Context: an optimization exercise on an open-source flow, tuned for small area. The choices shown serve that exercise and are no tape-out recipe. Only simulation tests tie the RTL to the original design; equivalence was not proved. Power is estimated from default activity; no workload was simulated.

==> wip/violet <==
Design riscvCpu, start of the top module:
module riscvCpu #(parameter PC_WIDTH = 32, INS_WIDTH = 32, REG_WIDTH = 32, IMMFULLWIDTH = 19, REG_ADDR_WIDTH = 5, TOTAL_REGS = 32) (
  input logic resetn,
  input logic clk,
  input logic [REG_WIDTH-1:0] regRdData1,
  input logic [REG_WIDTH-1:0] regRdData2,
  input logic [REG_WIDTH-1:0] memrdData,
  input logic [INS_WIDTH-1:0] InstrData,
  output logic [REG_ADDR_WIDTH-1:0] regWrAdr,
  output logic [REG_ADDR_WIDTH-1:0] regRdAdr1,
  output logic [REG_ADDR_WIDTH-1:0] regRdAdr2,
  output logic regWE,
  output logic [REG_WIDTH-1:0] regWrData,
  output logic [PC_WIDTH-1:0] memAdr,
  output logic [REG_WIDTH-1:0] memwrData,
  output logic memWE,
  output logic [PC_WIDTH-1:0] InstrAdr
);
clock: 9.0 ns
lec_check: 0
cap_margin: 0
core_margin: 2
core_utilization: 55
gpl_routability_driven: 0
place_density: 0.75
slew_margin: 0
standard.sh (not shown) runs the stock make flow with config.mk's settings and CLKGATE_MAP_FILE= SYNTH_SCRIPT=/design/flow/synth_recipe.tcl, a recipe that flattens the netlist after the stock synthesis.
==> flow/flow/run.sh <==
#!/bin/bash
# Own layout flow: the standard ORFS flow (standard.sh) with these changes
# to how the layout is made:
#  * synthesis is the standard synthesis script, but adders are not
#    extracted into adder cells and ABC maps with an area-oriented script
#    (flow/synth.tcl, flow/abc_area.script); registers are unchanged;
#  * the input and output port buffers are the platform's smallest buffer
#    (sky130_fd_sc_hd__buf_1) instead of the delay buffer buffer_ports picks;
#  * clock tree synthesis inserts no dummy loads and builds the tree from
#    sky130_fd_sc_hd__clkbuf_4 and _8 buffers, in sink clusters of up to 16
#    within 60 um.
# make's full output goes to make_finish.log here; each ORFS step's log is
# copied here too.
set -euo pipefail
export FLOW_WORK="$PWD"
export FLOW_ABC_SCRIPT="$PWD/flow/abc_area.script"
bash standard.sh \
  "SYNTH_SCRIPT=$PWD/flow/synth.tcl" \
  "BUFFER_PORTS_ARGS=-buffer_cell sky130_fd_sc_hd__buf_1" \
  "CTS_ARGS=-sink_clustering_enable -repair_clock_nets -dont_use_dummy_load -buf_list {sky130_fd_sc_hd__clkbuf_4 sky130_fd_sc_hd__clkbuf_8} -sink_clustering_size 16 -sink_clustering_max_diameter 60" \
  finish > make_finish.log 2>&1
cp orfs/logs/sky130hd/riscvCpu/base/*.log . 2>/dev/null || true
==> flow/flow/abc_area.script <==
strash
&get -n
&st
&syn2
&dch -f
&nf -a -R 1000
&put
topo
upsize -c
dnsize -c
==> flow/flow/synth.tcl <==
# The standard synthesis (synth_recipe.tcl, sourced unchanged), with two
# changes to how the combinational logic is mapped: full and half adders are
# not extracted into the platform's adder cells (extract_fa does nothing), and
# Yosys's abc pass uses the area-oriented ABC script in abc_area.script instead
# of ORFS's script.
# Flip-flops are mapped before abc runs, so the registers, their names and
# their cell types are exactly those of the standard synthesis.
proc extract_fa {args} {
  puts "extract_fa: skipped, adders are mapped by abc"
}
proc abc {args} {
  set i [lsearch -exact $args -script]
  if { $i >= 0 } {
    set args [lreplace $args [expr {$i + 1}] [expr {$i + 1}] $::env(FLOW_ABC_SCRIPT)]
  }
  yosys abc {*}$args
}
source $::env(FLOW_WORK)/synth_recipe.tcl
==> wip/sierra (differences from wip/violet) <==
Settings changed: GPL_ROUTABILITY_DRIVEN 0 to not set.
==> wip/zinc (differences from wip/violet) <==
--- a/flow/design.v
+++ b/flow/design.v
@@ -36,11 +36,10 @@
   logic [4:0]  w_rd;
   logic        f0, f1, f2;     
   logic        d1, d2, d3;     
   logic [1:0]  e_n;            
   logic        e_j;            
-  logic is_op, is_opi, is_auipc, is_lui, is_jal, is_jalr, is_br, is_ld, is_st;
   logic w_stall;
   always_comb
     w_stall = resetn && (is_ctrl(instr[6:0]) || is_ctrl(ir[6:0]) || is_ctrl(e_op) || m_ctrl);
   logic [31:0] pc_inc;
   always_comb begin : inc
@@ -56,11 +55,11 @@
   always_ff @(posedge clk or negedge resetn)
     if (!resetn) pc <= 32'd0;
     else if (dobr) pc <= badr;
     else if (!w_stall) pc <= pc_inc;
   always_ff @(posedge clk) begin
-    instr <= InstrData & ~({32{w_stall}} & 32'h01ff8fff);
+    instr <= w_stall ? 32'h00000013 : InstrData;
     ir <= instr;
   end
   logic inc_now, ir_jal;
   assign inc_now = resetn && !dobr && !w_stall;
   assign ir_jal  = ir[6:0] == 7'h6F;
@@ -108,10 +107,11 @@
     e_ra1 <= ir[19:15];
     e_ra2 <= ir[24:20];
     e_f3  <= ir[14:12];
     e_f7  <= ir[31:25];
   end
+  logic is_op, is_opi, is_auipc, is_lui, is_jal, is_jalr, is_br, is_ld, is_st;
   assign is_op    = e_op == 7'h33;
   assign is_opi   = e_op == 7'h13;
   assign is_auipc = e_op == 7'h17;
   assign is_lui   = e_op == 7'h37;
   assign is_jal   = e_op == 7'h6F;
@@ -226,26 +226,24 @@
   output logic [W-1:0] g
 );
   logic [W-1:0] gg, pp;
   assign p = a ^ b;
   assign g = a & b;
-  localparam int LOG = (W > 16) ? 5 : (W > 8) ? 4 : (W > 4) ? 3 : (W > 2) ? 2 : 1;
   always_comb begin
     gg = g;
     pp = p;
     gg[0] = g[0] | (p[0] & cin);
-    for (int k = 0; k < LOG; k++)
-      for (int i = 0; i < W; i++)
-        if ((i % (2 << k)) == (2 << k) - 1) begin
+    for (int k = 0; (1 << k) < W; k++)
+      for (int i = (2 << k) - 1; i < W; i += (2 << k)) begin
+        gg[i] = gg[i] | (pp[i] & gg[i - (1 << k)]);
+        pp[i] = pp[i] & pp[i - (1 << k)];
+      end
+    for (int k = 4; k >= 0; k--)
+      if ((3 << k) - 1 < W)
+        for (int i = (3 << k) - 1; i < W; i += (2 << k)) begin
           gg[i] = gg[i] | (pp[i] & gg[i - (1 << k)]);
           pp[i] = pp[i] & pp[i - (1 << k)];
         end
-    for (int k = LOG - 2; k >= 0; k--)
-      for (int i = 0; i < W; i++)
-        if ((i >= (3 << k) - 1) && ((i - ((3 << k) - 1)) % (2 << k)) == 0) begin
-          gg[i] = gg[i] | (pp[i] & gg[i - (1 << k)]);
-          pp[i] = pp[i] & pp[i - (1 << k)];
-        end
   end
   assign s = p ^ {gg[W-2:0], cin};
   assign cout = gg[W-1];
 endmodule
==> flow/flow/run.sh (replaced) <==
#!/bin/bash
# Own layout flow: the standard ORFS flow (standard.sh) with these changes
# to how the layout is made:
#  * synthesis is the standard synthesis script with an area-oriented ABC
#    mapping script (flow/synth.tcl, flow/abc_area.script); registers are
#    unchanged;
#  * the input and output port buffers are the platform's smallest buffer
#    (sky130_fd_sc_hd__buf_1) instead of the delay buffer buffer_ports picks;
#  * clock tree synthesis inserts no dummy loads and builds the tree from
#    sky130_fd_sc_hd__clkbuf_4 buffers.
# make's full output goes to make_finish.log here; each ORFS step's log is
# copied here too.
set -euo pipefail
export FLOW_WORK="$PWD"
export FLOW_ABC_SCRIPT="$PWD/flow/abc_area.script"
bash standard.sh \
  "SYNTH_SCRIPT=$PWD/flow/synth.tcl" \
  "BUFFER_PORTS_ARGS=-buffer_cell sky130_fd_sc_hd__buf_1" \
  "CTS_ARGS=-sink_clustering_enable -repair_clock_nets -dont_use_dummy_load -buf_list sky130_fd_sc_hd__clkbuf_4" \
  finish > make_finish.log 2>&1
cp orfs/logs/sky130hd/riscvCpu/base/*.log . 2>/dev/null || true
==> flow/flow/abc_area.script (replaced) <==
strash
&get -n
&st
&syn2
&dch -f
&nf -a
&put
topo
dnsize -c
==> flow/flow/synth.tcl (replaced) <==
# The standard synthesis (synth_recipe.tcl, sourced unchanged), with one
# change: Yosys's abc pass maps the combinational logic with the
# area-oriented ABC script in abc_area.script instead of ORFS's script.
# Flip-flops are mapped before abc runs, so the registers, their names and
# their cell types are exactly those of the standard synthesis.
proc abc {args} {
  set i [lsearch -exact $args -script]
  if { $i >= 0 } {
    set args [lreplace $args [expr {$i + 1}] [expr {$i + 1}] $::env(FLOW_ABC_SCRIPT)]
  }
  yosys abc {*}$args
}
source $::env(FLOW_WORK)/synth_recipe.tcl
Settings changed: CORE_UTILIZATION 55 to 40, GPL_ROUTABILITY_DRIVEN 0 to not set, PLACE_DENSITY 0.75 to not set.
==> wip/juniper (differences from wip/violet) <==
--- a/flow/design.v
+++ b/flow/design.v
@@ -56,11 +56,11 @@
   always_ff @(posedge clk or negedge resetn)
     if (!resetn) pc <= 32'd0;
     else if (dobr) pc <= badr;
     else if (!w_stall) pc <= pc_inc;
   always_ff @(posedge clk) begin
-    instr <= InstrData & ~({32{w_stall}} & 32'h01ff8fff);
+    instr <= w_stall ? 32'h00000013 : InstrData;
     ir <= instr;
   end
   logic inc_now, ir_jal;
   assign inc_now = resetn && !dobr && !w_stall;
   assign ir_jal  = ir[6:0] == 7'h6F;
==> flow/flow/abc_area.script (replaced) <==
strash
dch
amap
topo
dnsize -c
Settings changed: GPL_ROUTABILITY_DRIVEN 0 to not set, PLACE_DENSITY 0.75 to not set.
==> notes <==
- wip/violet produced a clean layout. wip/sierra passed the timing, design-rule and antenna checks. wip/juniper completed, yet does not pass: max-capacitance violations, max-slew violations, negative setup slack. wip/zinc completed with no timing, DRC or antenna violations.
- Sequential share of layout area, lowest first: wip/juniper, wip/zinc, wip/sierra, wip/violet.
- Setup slack: wip/zinc is worse than wip/violet (93 ps).
- Fmax, highest first: wip/sierra, wip/violet, wip/zinc, wip/juniper.
- Design area: wip/sierra is smaller than wip/zinc (about 8%).
- The highest first-iteration DRC count belongs to wip/juniper, the lowest to wip/zinc.
- Against wip/sierra, the via count of wip/juniper is larger by about 19%.
==> figures <==
item                                                      wip/violet  wip/sierra                                                            wip/juniper    wip/zinc
Average size of a mapped cell                             8.86 sq um  8.86 sq um                                                             7.83 sq um  9.30 sq um
Mapped Cells                                                    1984        1984                                                                   2143        1935
Relative contribution of sequential cells to total power       0.511       0.511                                                                  0.431       0.450
Leak                                                      0.00733 uW  0.00734 uW                                                             0.00847 uW  0.00842 uW
Simple-gate share of the synthesized area                      0.177       0.177                                                                  0.173       0.144
Startpoint of the worst register-to-register path              pc[2]       pc[2]                                                                  pc[3]       pc[2]
Result of the run                   no timing/DRC/antenna violations  no timing/DRC/antenna violations                                               finished with violations  no timing/DRC/antenna violations
Violated checks                                                    -           -  max-capacitance violations, max-slew violations, negative setup slack           -
Non-clk buf share                                             0.0634      0.0648                                                                  0.171      0.0932
Critical Path Start                                            pc[2]       pc[2]                                                                  pc[3]       pc[2]
Non-clk bufs                                                     303         307                                                                    645         403
Sequential cell area in the final layout                  6810 sq um  6810 sq um                                                             6810 sq um  6810 sq um
GRT Overall Usage                                              0.382       0.427                                                                  0.468       0.327
Achievable frequency                                         116 MHz     118 MHz                                                                107 MHz     115 MHz

==> port drivers added, routing unchanged <==
The flow's constraints put no driver on any port. The routed layouts listed below were extracted and timed again, unchanged, in two steps. Step 1, drivers: a clkbuf_16 drives clk and a buf_2 each remaining input, both assumed. Step 2 adds t to the input delays and takes it off the output delays; t is the mean of the earliest and latest rising clock arrival at the registers after step 1. Input paths then give back, and output paths get back, about the clock's delay inside the block. Three values: no drivers, after step 1, after step 2; two values: the first two.
| run | t (ns) | setup slack, ns | hold slack, ns | worst slew at a driven data input, ns | pins driven straight from the clock port |
|---|---|---|---|---|---|
| wip/violet | 0.629 | 0.380 / 0.331 / 0.591 | 0.330 / 0.330 / 0.330 | 0.04 | 1 |
| wip/sierra | 0.654 | 0.496 / 0.444 / 0.645 | 0.307 / 0.307 / 0.307 | 0.05 | 1 |
| wip/zinc | 0.860 | 0.288 / 0.230 / 0.569 | 0.282 / 0.282 / 0.282 | 0.05 | 1 |
| wip/juniper | 0.595 | -0.351 / -0.404 / -0.238 | 0.274 / 0.274 / 0.274 | 0.05 | 1 |
